What follows belongs to an exercise in optimizing a design on an open flow for small area and a short achievable clock period; a production flow would make more cautious choices.
Function was not checked in any run shown here: the RTL went through the layout flow alone.
Power figures rest on the tool's default switching activity, not on a simulated workload.

`config.mk`:
```
export PLATFORM = sky130hd
export DESIGN_NAME = chronos_ex
export DESIGN_NICKNAME = chronos_ex
export VERILOG_FILES = /design/flow/design.v
export SDC_FILE = /design/flow/constraint.sdc
export NUM_CORES = 4
export LEC_CHECK = 0
export CAP_MARGIN = 20
export CORE_MARGIN = 2
export CORE_UTILIZATION = 40
export SETUP_SLACK_MARGIN = 2.5
export SLEW_MARGIN = 20
```
`constraint.sdc`:
```
create_clock -name core_clock -period 5.5 [get_ports {clk}]
set_input_delay 1.1000 -clock core_clock [delete_from_list [all_inputs] [get_ports {clk}]]
set_output_delay 1.1000 -clock core_clock [all_outputs]
set_load 0.01 [all_outputs]
```
`design.v`:
```
module decode_alu (
	input [31:0] inst,
	input [31:0] rs1,
	input [31:0] rs2,
	output [31:0] p,
	output [31:0] g,
	output [4:0] sa,
	output [31:0] d,
	output [12:0] ctl
);
	wire [6:0] opc = inst[6:0];
	wire [2:0] f3 = inst[14:12];
	wire i2 = inst[2], i4 = inst[4], i5 = inst[5], i6 = inst[6];
	wire rev = i4 & (f3 == 3'b001);                    
	wire shp = i4 & ~i2 & (f3[1:0] == 2'b01);          
	wire sub_s = (i5 & i4 & ~i2 & (f3 == 3'd0) & inst[30]) |    
	             (i4 & ~i2 & (f3[2:1] == 2'b01)) |              
	             (i6 & f3[2]);                                  
	wire [31:0] ar;
	genvar i;
	generate for (i = 0; i < 32; i = i + 1) begin : g_rev
		assign ar[i] = rs1[31 - i];
	end endgenerate
	wire [31:0] a = (rev ? ar : rs1) & {32{~i2}};
	wire [31:0] iimm = {{20{inst[31]}}, inst[31:20]};
	wire [31:0] simm = {{20{inst[31]}}, inst[31:25], inst[11:7]};
	wire [31:0] uimm = {inst[31:12], 12'b0};
	wire [31:0] bsel = ~i5 ? iimm : i2 ? uimm : (i4 | i6) ? rs2 : simm;
	wire [31:0] b = (bsel & {32{~shp}}) ^ {32{sub_s}};
	assign p = a ^ b;
	assign g = a & b;
	assign sa = i5 ? rs2[4:0] : inst[24:20];
	assign d = {rs2[31:16] & {16{f3 == 3'd2}}, rs2[15:8] & {8{f3 == 3'd1 || f3 == 3'd2}},
	            rs2[7:0] & {8{f3[2] == 1'b0 && f3[1:0] != 2'b11}}};
	wire is_op    = opc == 7'b0110011;
	wire is_opimm = opc == 7'b0010011;
	wire is_lui   = opc == 7'b0110111;
	wire is_load  = opc == 7'b0000011;
	wire is_store = opc == 7'b0100011;
	wire is_br    = opc == 7'b1100011;
	wire is_alu   = is_op | is_opimm;
	wire is_sll   = is_alu & (f3 == 3'd1);
	wire is_sr    = is_alu & (f3 == 3'd5);
	wire is_slt   = is_alu & (f3[2:1] == 2'b01);
	wire do_add   = (is_alu & (f3 == 3'd0)) | is_load | is_store | is_lui;
	wire is_xor = is_alu & (f3 == 3'd4);
	wire is_or  = is_alu & (f3 == 3'd6);
	wire is_and = is_alu & (f3 == 3'd7);
	wire br_x = is_br & (f3[2:1] == 2'b00);
	wire kp = do_add | is_xor | is_or | br_x;
	wire kg = is_or | is_and;
	wire en_lt = is_slt | (is_br & f3[2]);
	wire uns = is_br ? f3[1] : f3[0];
	wire ten = is_br & (f3[2:1] != 2'b01);
	wire inv = f3[0];
	wire arith = inst[30];
	wire [1:0] wk = ~is_store ? 2'd0 : (f3 == 3'd0) ? 2'd1 : (f3 == 3'd1) ? 2'd2 : (f3 == 3'd2) ? 2'd3 : 2'd0;
	assign ctl = {wk, arith, is_sr, is_sll, inv, ten, uns, en_lt, do_add, kg, kp, sub_s};
endmodule
module alu (
	input [31:0] p,
	input [31:0] g,
	input [4:0] sa,
	input [10:0] ctl,
	output [31:0] alu_out,
	output [1:0] lane,
	output lt_en,
	output taken
);
	wire sub = ctl[0];
	wire kp = ctl[1];
	wire kg = ctl[2];
	wire ce = ctl[3];
	wire en_lt = ctl[4];
	wire uns = ctl[5];
	wire ten = ctl[6];
	wire inv = ctl[7];
	wire kl = ctl[8];
	wire kr = ctl[9];
	wire arith = ctl[10];
	wire [32:0] c;
	prefix_carry #(.W(32)) pc0 (.p(p), .g(g), .ci(sub), .c(c));
	wire ltu = ~c[32];
	wire lt = uns ? ltu : (ltu ^ p[31] ^ sub);
	wire eq = ~|p;
	assign lt_en = lt & en_lt;
	wire fill = arith & kr & p[31];
	wire [31:0] sr = $signed({fill, p}) >>> sa;
	wire [31:0] sh;
	genvar i;
	generate for (i = 0; i < 32; i = i + 1) begin : g_sh
		assign sh[i] = (sr[i] & kr) | (sr[31 - i] & kl);
	end endgenerate
	wire [31:0] l = ((p & {32{kp}}) | (g & {32{kg}})) ^ (c[31:0] & {32{ce}});
	wire [31:0] r = l | sh;
	assign alu_out = {r[31:1], r[0] | lt_en};
	wire sz = sa == 5'd0;
	wire so = sa == 5'd1;
	assign lane = l[1:0] | {kl & ((sz & p[30]) | (so & p[31])), kl & sz & p[31]};
	assign taken = ten & ((en_lt ? lt : eq) ^ inv);
endmodule
module prefix_carry #(parameter W = 32) (
	input [W-1:0] p,
	input [W-1:0] g,
	input ci,
	output [W:0] c
);
	localparam L = $clog2(W);
	wire [W-1:0] gg [0:L];
	wire [W-1:0] pp [0:L];
	assign gg[0] = {g[W-1:1], g[0] | (p[0] & ci)};
	assign pp[0] = {p[W-1:1], 1'b0};
	genvar l, i;
	generate for (l = 0; l < L; l = l + 1) begin : g_lev
		for (i = 0; i < W; i = i + 1) begin : g_bit
			if ((i >> l) & 1) begin : g_op
				localparam integer J = ((i >> l) << l) - 1;
				assign gg[l+1][i] = gg[l][i] | (pp[l][i] & gg[l][J]);
				assign pp[l+1][i] = pp[l][i] & pp[l][J];
			end else begin : g_pass
				assign gg[l+1][i] = gg[l][i];
				assign pp[l+1][i] = pp[l][i];
			end
		end
	end endgenerate
	assign c = {gg[L], ci};
endmodule
module branch_gen (
	input [31:0] inst,
	input [31:0] pc,
	output [33:0] branch_lo      
);
	wire [11:0] bimm = {inst[31], inst[7], inst[30:25], inst[11:8]};
	wire [12:0] lo = {1'b0, pc[12:1]} + {1'b0, bimm};
	assign branch_lo = {bimm[11], lo[12], pc[31:13], lo[11:0], pc[0]};
endmodule
module branch_hi (
	input [33:0] branch_lo,
	output [31:0] branch_target
);
	wire sg = branch_lo[33];
	wire cy = branch_lo[32];
	wire [18:0] hi = branch_lo[31:13];
	wire [18:0] inc, dec;
	genvar i;
	generate for (i = 0; i < 19; i = i + 1) begin : g_id
		if (i == 0) begin : g0
			assign inc[i] = ~hi[i];
			assign dec[i] = ~hi[i];
		end else begin : gn
			assign inc[i] = hi[i] ^ (&hi[i-1:0]);
			assign dec[i] = hi[i] ^ ~(|hi[i-1:0]);
		end
	end endgenerate
	wire [18:0] hi_t = (cy == sg) ? hi : (cy ? inc : dec);
	assign branch_target = {hi_t, branch_lo[12:0]};
endmodule
module store_format (
	input [31:0] d,
	input [1:0] kind,       
	input [1:0] lane,
	output [31:0] write_data,
	output [3:0] write_mask
);
	assign write_data = d << {lane, 3'b000};
	wire [3:0] m = kind == 2'd1 ? 4'b0001 : kind == 2'd2 ? 4'b0011 : kind == 2'd3 ? 4'b1111 : 4'b0000;
	assign write_mask = kind == 2'd3 ? 4'b1111 : m << lane;
endmodule
module chronos_ex (
	input clk,
	input rst,               
	input in_valid,
	input [31:0] inst,
	input [31:0] pc,
	input [31:0] rs1_data,
	input [31:0] rs2_data,
	output reg out_valid,
	output reg [31:0] result,
	output reg br_taken,
	output reg [31:0] br_target,
	output [31:0] mem_wdata,
	output reg [3:0] mem_wmask
);
	wire [31:0] p_id, g_id, d_id;
	wire [4:0] sa_id;
	wire [12:0] ctl_id;
	decode_alu dec (
		.inst(inst), .rs1(rs1_data), .rs2(rs2_data),
		.p(p_id), .g(g_id), .sa(sa_id), .d(d_id), .ctl(ctl_id));
	wire [33:0] tgt_id;
	branch_gen bgen (.inst(inst), .pc(pc), .branch_lo(tgt_id));
	reg v1;
	reg [31:0] p1, g1, d1;
	reg [4:0] sa1;
	reg [33:0] tgt1;
	reg [12:0] ctl1;
	always @(posedge clk) begin
		v1 <= rst & in_valid;
		p1 <= p_id;
		g1 <= g_id;
		sa1 <= sa_id;
		d1 <= d_id;
		tgt1 <= tgt_id;
		ctl1 <= ctl_id;
	end
	wire [31:0] alu_out;
	wire [1:0] lane;
	wire taken, lt_en;
	alu _alu (.p(p1), .g(g1), .sa(sa1), .ctl(ctl1[10:0]),
		.alu_out(alu_out), .lane(lane), .lt_en(lt_en), .taken(taken));
	wire [31:0] tgt2;
	branch_hi bhi (.branch_lo(tgt1), .branch_target(tgt2));
	wire [31:0] w2;
	wire [3:0] m2;
	store_format sf (.d(d1), .kind(ctl1[12:11]), .lane(lane),
		.write_data(w2), .write_mask(m2));
	reg [31:0] w_q;
	reg up_q;
	always @(posedge clk) begin
		out_valid <= rst & v1;
		result <= alu_out;
		br_taken <= taken;
		br_target <= tgt2;
		w_q <= w2;
		up_q <= lt_en;
		mem_wmask <= m2;
	end
	assign mem_wdata = up_q ? {w_q[23:0], 8'b0} : w_q;
endmodule
```
`flow/run.sh`:
```
#!/bin/bash
# Own layout flow: the standard layout (standard.sh, standard synthesis
# unchanged), except that buffer_ports gives every port a buf_1 buffer.
# make's full output goes to standard.log; each ORFS step logs under orfs/logs/.
set -euo pipefail
export BUFFER_PORTS_ARGS="-buffer_cell sky130_fd_sc_hd__buf_1"
bash standard.sh > standard.log 2>&1
```
`standard.sh`:
```
#!/bin/bash
# synth_recipe.tcl (not shown) runs the flow's synth.tcl, then flattens the netlist and writes it again
# the make line also repeats each setting of config.mk as NAME=value (left out here)
make -C /OpenROAD-flow-scripts/flow DESIGN_CONFIG=/design/flow/config.mk WORK_HOME=/design/flow/orfs CLKGATE_MAP_FILE= SYNTH_SCRIPT=/design/flow/synth_recipe.tcl "${@:-finish}"
```
==> results of run 1 <==
## timing repair
item	CTS	global route
pin swaps	2	1
cloned	0	0
endpoints found under the setup margin	25	62
buffers inserted	2	4
gates resized for setup	8	12
## cell families after synthesis
| group | synth area share [%] |
|---|---|
| flip-flops | 40.2 |
| buffers and inverters | 3.65 |
| AND/OR/NAND/NOR | 15.9 |
| multiplexers | 10.8 |
| adder cells (fa/ha/maj) | 4.63 |
| XOR/XNOR | 6.08 |
| AO/OA/AOI/OAI | 18.6 |
## where the power goes
group          switching [W]  total, W  internal, W  leakage, nW
logic               0.000544  0.000920     0.000376         3.35
registers           0.000203   0.00219      0.00199         2.09
clock network       0.000758   0.00179      0.00103        0.421
## path summary, 6_finish.rpt
path	start	end
setup / recovery	tgt1[14]	br_target[31]
hold / removal	tgt1[5]	br_target[5]
setup reg to reg	tgt1[14]	br_target[31]
hold reg to reg	tgt1[5]	br_target[5]
## state kept, by name (all words and copies together) (netlist names)
signal,count
tgt1,34
out_valid,1
d1,32
p1,32
sa1,5
up_q,1
v1,1
result,32
w_q,32
br_taken,1
ctl1,13
g1,32
mem_wmask,4
br_target,32
## metal layers
metal	up-vias	track usage [%]	wire length [um]
met5	-	0	9
met4	2	7.32	1260
met3	74	3.99	2820
met2	461	39.8	18300
met1	5238	30.9	17500
li1	5375	-	-
## final cells by class
cell class | instances | area, um2 | share of cell area, %
clock inverter | 14 | 156 | 1.06
inverter | 30 | 116 | 0.790
multi-input combinational | 1032 | 7100 | 48.2
tap | 396 | 495 | 3.36
timing repair buffer | 256 | 1080 | 7.35
clock buffer | 35 | 726 | 4.93
sequential | 252 | 5060 | 34.3
## worst max-delay path, delay by kind of cell, from the launching register on
kind	cells	cell delay, ps
compound gates	1	130
xor+xnor	1	140
flops	1	360
simple gates	7	2280
## per-stage QoR
step,instance area (um2),hold slack (ps)
3_3_place_gp,13700,310
6_report,14700,327
3_5_place_dp,13700,315
2_1_floorplan,12600,310
5_1_grt,14700,333
4_1_cts,14700,327
## placed cells by master (no fill, tap or decap), types with 23 or more instances in the layout
cell type and instances:
dfxtp_1 248, buf_1 230, nand2_1 168, nor2_1 108
a21oi_1 107, o21ai_0 72, mux2i_1 56, xnor2_1 50
and2_1 50, mux2_2 47, ha_1 44, xor2_1 37
a22oi_1 35, a221o_1 28, inv_1 27, clkbuf_16 27
buf_4 23
==> run notes, run 1 <==
- The post-route clock skew is 14.2 ps.
- The clock tree from TritonCTS is done.
- In this run the biggest area consumer among cell types represents 40.2% of the synthesized area.
- Dividing the detail-routed wire length by the instance count gives 19.8 um.
- The first detailed-routing pass ran for 5 iterations.
- The worst path needs 2990 ps of the cycle, external delays included.
- The power per cell area is 333 mW/mm2.
- Global routing used around a quarter of the available tracks.
- Of the synthesized area, sequential elements account for just over 40%.
- The cell with the biggest individual delay on the critical path is or4_4.
- The number of buffers inserted by hold repair at cts is 0.
- Summed over all failing endpoints, the final setup total negative slack is 0 ps.
- The initial antenna violation count is 2.
- The row count is 64.
- Port buffering added 232 buffers.
- Setup slack on the critical path of the routed design comes to 2510 ps.
- Compared with the post-synthesis result, the final layout area differs by 17.5%.
- Across the run, the number of max-cap violations was 0.
- The largest area contributor in the synthesized netlist is dfxtp_1.
- Measured on the finished design, the core utilization comes to 47.9%.
- The count of unique library cells instantiated by Yosys is 65.
- The total routed wirelength is 39900 um.
- At the worst endpoint, the arrival time is 3470 ps.
- The net count of the mapped netlist is 1580.
- The number of filler cells placed in the layout is 3022.
- The kind of start point of the critical path is a register.
- Counting instances, the worst hold path has a depth of 0.
- The initial detailed-routing violation count is 1059.
- The post-DP HPWL is 30800 um.
- Setup repair after global routing could not meet its margin everywhere.
- The remaining routing DRC violations is 0.
- The synthesized design contains 252 register bits.
- The repair_antennas step left the layout with diodes totalling 0.
- After technology mapping, the gate count stands at 1404.
- The total power after layout is 0.00490 W.
- Detailed routing inserted a total of 11200 vias.
- The initial cell density of the core is 40.8%.
- The post-detailed-route via-to-cell ratio is 5.53.
- The number of I/O pins is between 200 and 250.
- The post-layout net count is 1775.
- The die covers 0.0328 mm2.
- Counting instances in the post-synthesis netlist gives the leading cell types as dfxtp_1, nand2_1, nor2_1.
- The core region is 0.0307 mm2.
- The number of global-route vias before repair came to 10700.
- For this run, asynchronously set or reset flops after synthesis account for 0%.
- The worst path uses between 50% and 60% of the clock period.
- The instance count after placement with tap cells included is 1960.
- In this run the vertical extent of the chip is 181 um.
- The worst setup path is captured at a register.
- By startpoint and endpoint, the worst setup path is classified as reg2reg.
- For the pin with the worst max-slew slack, the measured transition is 813 ps.
- The die is 181 um wide.
- The count of endpoints failing hold in the final timing report is 0.
- The worst-case clock buffer depth is 3.
- The worst-case reg-to-reg path depth is 9.
- The leading register cell type out of synthesis is dfxtp_1.
- Along the worst path, the maximum fanout reaches 5.
- In this design, the stage delay of the slowest critical-path cell is 440 ps.
- The min-delay analysis places its worst path in the category reg2reg.
- Among all cell types in the netlist, the one instantiated most often is dfxtp_1.
- By instance count, the cell type seen most on the critical path is or4_4.
- The maximum clock frequency is between 300 and 400 MHz.
- Summed over all layers, the global routing overflow is 0.
- The final standard cell count with taps included and fillers excluded is 2015.
- The flow ran to the end and the layout has no timing, DRC or antenna violations.
- The final antenna-violating net count is 0.
- The routability-driven placement congestion ratio is 0.903.
- Dividing the synthesized area by the synthesized cell count gives 8.93 um2.
- CTS saw ~250 sinks.
- The maximum vdd drop is 0.222 mV.
- Ranked by total cell area, the synthesized netlist is headed by dfxtp_1, nand2_1, mux2i_1.
- The final-report max-slew violation count is 0.
- STA puts the critical path data required time at about 6000 ps.
- At the later pin of the worst-skew pair, clock insertion delay measures 550 ps.
- The first global-routing pass estimated between 60000 and 70000 um of wire.
- The number of endpoints failing setup at the final stage is 0.
- Clock tree synthesis selected as its root buffer the cell clkbuf_16.
- The worst slew slack as a fraction of its limit is 45.5%.
- Counting flops with a built-in enable in the synthesized netlist gives 0.
- The netlist area before placement is between 0.01 and 0.015 mm2.
- The reg2reg setup slack is 2510 ps.
- Traced cell by cell, the critical path runs through nor4_4, nand4bb_2, or3_4, or2_4, or4_4, or4_4, or3_1, a21oi_2, xor2_1.
- The H-tree depth is 1.
- The analysis attributes to cell leakage a power of 5.86 nW.
- The post-placement worst setup slack is between 1500 and 2000 ps.
- The largest net degree at the start of global routing is 50.
- Cells with a size suffix above 1 make up roughly 9.8% of the layout.
- The number of warning messages in the yosys log is 2.
- The clock-pin slew on the worst setup and hold paths is 60 ps.
- The number of buffers added by the clock tree synthesis step is 27.
==> inputs of run 2 (changes only) <==
--- a/config.mk
+++ b/config.mk
@@ -10,3 +10,5 @@
 export CORE_UTILIZATION = 40
 export SETUP_SLACK_MARGIN = 2.5
 export SLEW_MARGIN = 20
+export SYNTH_HIERARCHICAL = 1
+export SYNTH_MINIMUM_KEEP_SIZE = 0
==> run 2 against run 1 <==
Effect of this change: die area up 13%; final area up 8.0%; sequential share of layout area down 2.5 points; final cell count rose by 6.4%; register-to-register slack improved by 160 ps; highest routed layer unchanged.
==> run notes, run 2 <==
- The run finished with no timing, DRC or antenna violations.
- The setup TNS was 0 ps (unchanged).
- The final antenna-violating net count is 0 (unchanged).
- The average wire per cell in the routed design is 22.2 um (+12%).
- The multi-input logic area is 0.00820 mm2 (+16%).
- The initial antenna violation count is 5 (+3).
- The portion of the post-synthesis area used by sequential elements is 35.6% (-4.6 points).
- The total routed wirelength came to 47500 um (+19%).
- The insertion delay of the later-clocked pin in the worst-skew pair is 550 ps (about the same).
- The path with the worst hold slack has its endpoint at br_target[7].
- The average footprint of a synthesized cell was 9.27 um2 (+3.9%).
- The row count is 68 (+6.3%).
- Setup repair after global routing left no endpoint under its margin.
- The proportion of netlist area held by the largest area contributor is 35.6% (-4.6 points).
- The share of final-layout standard cells stronger than drive strength 1 is 12.9% (+3.2 points).
- The die boundary height is 192 um (+6.2%).
- The leading cell type in the layout, fill and taps excluded is dfxtp_1.
- The total power after layout is 0.00514 W (+4.9%).
- The clock tree from TritonCTS is done.
- The post-detailed-route via-to-cell ratio was 5.83 (+5.3%).
- The number of max-cap violations was 0 (unchanged).
- In this run the worst setup path begins at inst[2].
- The count of unique library cells instantiated by Yosys was 94 (+45%).
- The number of global-route vias before repair came to 11800 (+9.9%).
- The measured slew at the worst slew-check pin is 959 ps (+147 ps).
- The port buffer count was 232 (unchanged).
- The sum of overflow across all layers after global routing is 0 (unchanged).
- The worst register-to-register path ends at br_taken.
- The clock-pin slew on the worst setup and hold paths is 60 ps (about the same).
- The largest area contributor in the synthesized netlist is dfxtp_1.
- The overall die area is 0.0369 mm2 (+13%).
- The via count is 12500 (+12%).
- The static leakage is 6.06 nW (+3.5%).
- In this run the clock root is driven by a clkbuf_16.
- The worst slew slack as a fraction of its limit is 35.9% (-9.6 points).
- The kind of capture point of the worst setup path is a register.
- The count of endpoints failing hold in the final timing report came to 0 (unchanged).
- The register with the most flip-flops is tgt1.
- After synthesis, the most frequently instantiated cells are dfxtp_1, nand2_1, a21oi_1.
- The maximum clock frequency came to 350 MHz (+4.4%).
- The netlist area before placement came to 0.0142 mm2 (+13%).
- The number of endpoints failing setup at the final stage is 0 (unchanged).
- The number of warning messages in the yosys log is 8 (+6).
- The startpoint of the most critical register-to-register path is p1[17].
- The iteration count of the initial detailed-routing pass is 6 (+1).
- The number of stages on the worst hold path was 0 (unchanged).
- The core outline area is 0.0347 mm2 (+13%).
- The synthesis-to-layout area growth is 12.2%.
- The ratio of final minimum period to clock period is 52.0% (-2.3 points).
- The shortest period the worst path allows was 2860 ps (-126 ps).
- The reg2reg setup slack is 2670 ps (+160 ps).
- The utilization of the core after routing is 45.8% (-2.1 points).
- The worst setup path is of the in2reg kind.
- The power per cell area came to 323 mW/mm2 (-2.9%).
- The CTS sink count is 252 (unchanged).
- The largest net degree at the start of global routing is 48 (-4.0%).
- The maximum vdd drop was 0.246 mV (+11%).
- The total track usage is 25.3% (+1.6 points).
- The initial cell density of the core is 40.8% (+0.056 points).
- The final-report max-slew violation count is 0 (unchanged).
- The flip-flop and latch count after synthesis is 252 (unchanged).
- The total non-filler cell area in the finished layout is 0.0159 mm2 (+8.0%).
- The number of I/O pins was 233 (unchanged).
- The post-DP HPWL is 36100 um (+17%).
- The data required time of the critical path came to 5930 ps (-60 ps).
- The arrival time of the worst setup path is 3290 ps (-180 ps).
- The initial detailed-routing violation count is 1233 (+16%).
- The die extent in x is 192 um (+6.2%).
- The number of buffers inserted by hold repair at cts is 0 (unchanged).
- The async set-reset flop share out of synthesis came to 0% (unchanged).
- The global-route wire length before repair was 70900 um (+16%).
- The worst-case reg-to-reg path depth came to 11 (+2).
- The flip-flop count of the largest register after layout is 34 (unchanged).
- The most numerous cell in the Yosys netlist is dfxtp_1.
- The post-synthesis instance total is 1528 (+8.8%).
- The worst-path maximum fanout was 41 (+36).
- The number of synthesized flops with an enable pin is 0 (unchanged).
- Leaving out fill and tap cells, the most frequent cells in the layout are dfxtp_1, buf_1, nand2_1, a21oi_1, nor2_1.
- The worst hold path startpoint is tgt1[7].
- The number of buffers added by the clock tree synthesis step is 27 (unchanged).
- The net count of the mapped netlist was 1704 (+7.8%).
- By area the synthesized netlist is led by dfxtp_1, mux4_2, nand2_1.
- The area occupied by registers was 0.00507 mm2 (+0.17%).
- The routability-driven placement congestion ratio is 0.938 (+3.9%).
- The cell area after placement is 0.0149 mm2 (+8.3%).
- The remaining routing DRC violations is 0 (unchanged).
- The class of the most critical hold timing path is reg2reg.
- The worst-case clock buffer depth is 3 (unchanged).
- Among all flip-flop cells after synthesis, the most frequent one is dfxtp_1.
- The kind of start point of the critical path is an input port.
- The post-route clock skew came to 18.9 ps (+4.68 ps).
- The number of filler cells placed in the layout was 3434 (+14%).
- The H-tree depth is 1 (unchanged).
- The post-layout net count is 1844 (+3.9%).
## run 2: cell types whose count changed in the layout (fill, tap and decap cells not counted), sizes merged, moves of 10 or more
cell,change
nor2,-49
nand2,+24
o22ai,+18
a32oi,+17
mux4,+22
a211oi,+27
a221oi,-17
o21ai,-24
mux2i,-11
nand2b,+10
nand3,+24
a21oi,-20
## run 2: final cells by class
type	instances	share of cell area [%]
antenna	2	0.0315
timing repair buffer	255	6.69
inverter	25	0.621
tap	455	3.58
clock inverter	8	0.739
clock buffer	40	4.93
multi-input combinational	1107	51.6
sequential	252	31.9
## run 2: worst max path at each step
| stage | end | slack, ps | cells after the start |
|---|---|---|---|
| final | p1[6] | 2640 | 7 |
| after global routing | br_taken | 2500 | 11 |
| after CTS | br_taken | 2510 | 11 |
| after detailed placement | p1[16] | 1750 | 8 |
| after global placement | p1[22] | 1770 | 8 |
| after floorplan | p1[12] | 2880 | 7 |
## run 2: metrics by stage
stage          hold WS, ps  instances  setup slack [ps]
2_1_floorplan          400       1528              2880
3_3_place_gp           311       2087              1770
3_5_place_dp           312       2087              1750
4_1_cts                327       2136              2510
5_1_grt                333       2143              2500
6_report               326       2144              2640
## run 2: Yosys stat by module, one instance, submodules excluded, excerpt
module	copies in the design	cell area, um2	cells
alu	1	3460	444
decode_alu	1	2470	378
chronos_ex	1	5410	289
branch_gen	1	777	103
branch_hi	1	712	107
store_format	1	627	95
## run 2: per-layer routing
metal	global-route usage (%)	vias to the layer above	routed length (um)
li1	-	5831	-
met1	33.2	5940	20000
met2	40.3	602	21500
met3	5.17	114	3990
met4	10.5	2	2060
met5	0	-	4
## run 2: cell families (layout without fill, tap and decap cells)
family	count (synthesis)	count (layout)	synth area share, %
AND/OR/NAND/NOR	476	476	16.8
other	0	2	0
XOR/XNOR	75	75	4.64
adder cells (fa/ha/maj)	45	45	4.03
AO/OA/AOI/OAI	388	389	19.8
multiplexers	122	122	12.1
buffers and inverters	170	328	7.11
flip-flops	252	252	35.6
## run 2: worst max-delay path, stage by stage
cell and delay, ps:
clkbuf_4 330, nor4bb_4 330, buf_4 380, or2_0 360
a21oi_1 110, xnor2_1 350, ha_1 300
## run 2: what timing repair did
action                     4_1_cts  5_1_grt
pin swaps                        1        2
cloned                           1        0
setup endpoints to repair       43       66
buffers inserted                 0        6
gates resized for setup          4       22
## run 2: power by group
part	switching, W	internal (W)	leakage, nW
Sequential	0.000258	0.00199	2.09
Clock	0.000703	0.00112	0.442
Combinational	0.000615	0.000459	3.54

-- port drivers added, routing unchanged --
Ports are ideal in the flow. The routed layouts listed here were re-timed in OpenROAD.
Step 1 assumes that a clkbuf_16 drives the clock port and a buf_2 every other input.
Step 2 adds t to the input delays and takes it off the output delays; t is the mean of the earliest and latest rising clock arrival at the registers after step 1. Input paths then give back, and output paths get back, about the clock's delay inside the block.
Slacks: ideal ports / drivers / drivers and shift; pairs: ideal ports / drivers.
run | shift t [ns] | setup WS [ns] | clock arrival spread, ns | worst slew at a driven data input, ns
run 1 | 0.597 | 2.514 / 2.514 / 2.126 | 0.014 / 0.015 | 0.09
run 2 | 0.587 | 2.640 / 2.617 / 2.062 | 0.019 / 0.020 | 0.07
After both steps every run listed still meets setup and hold. The setup slack of run 2, which loses most, moves by -0.023 ns with the drivers and by -0.578 ns with both steps.
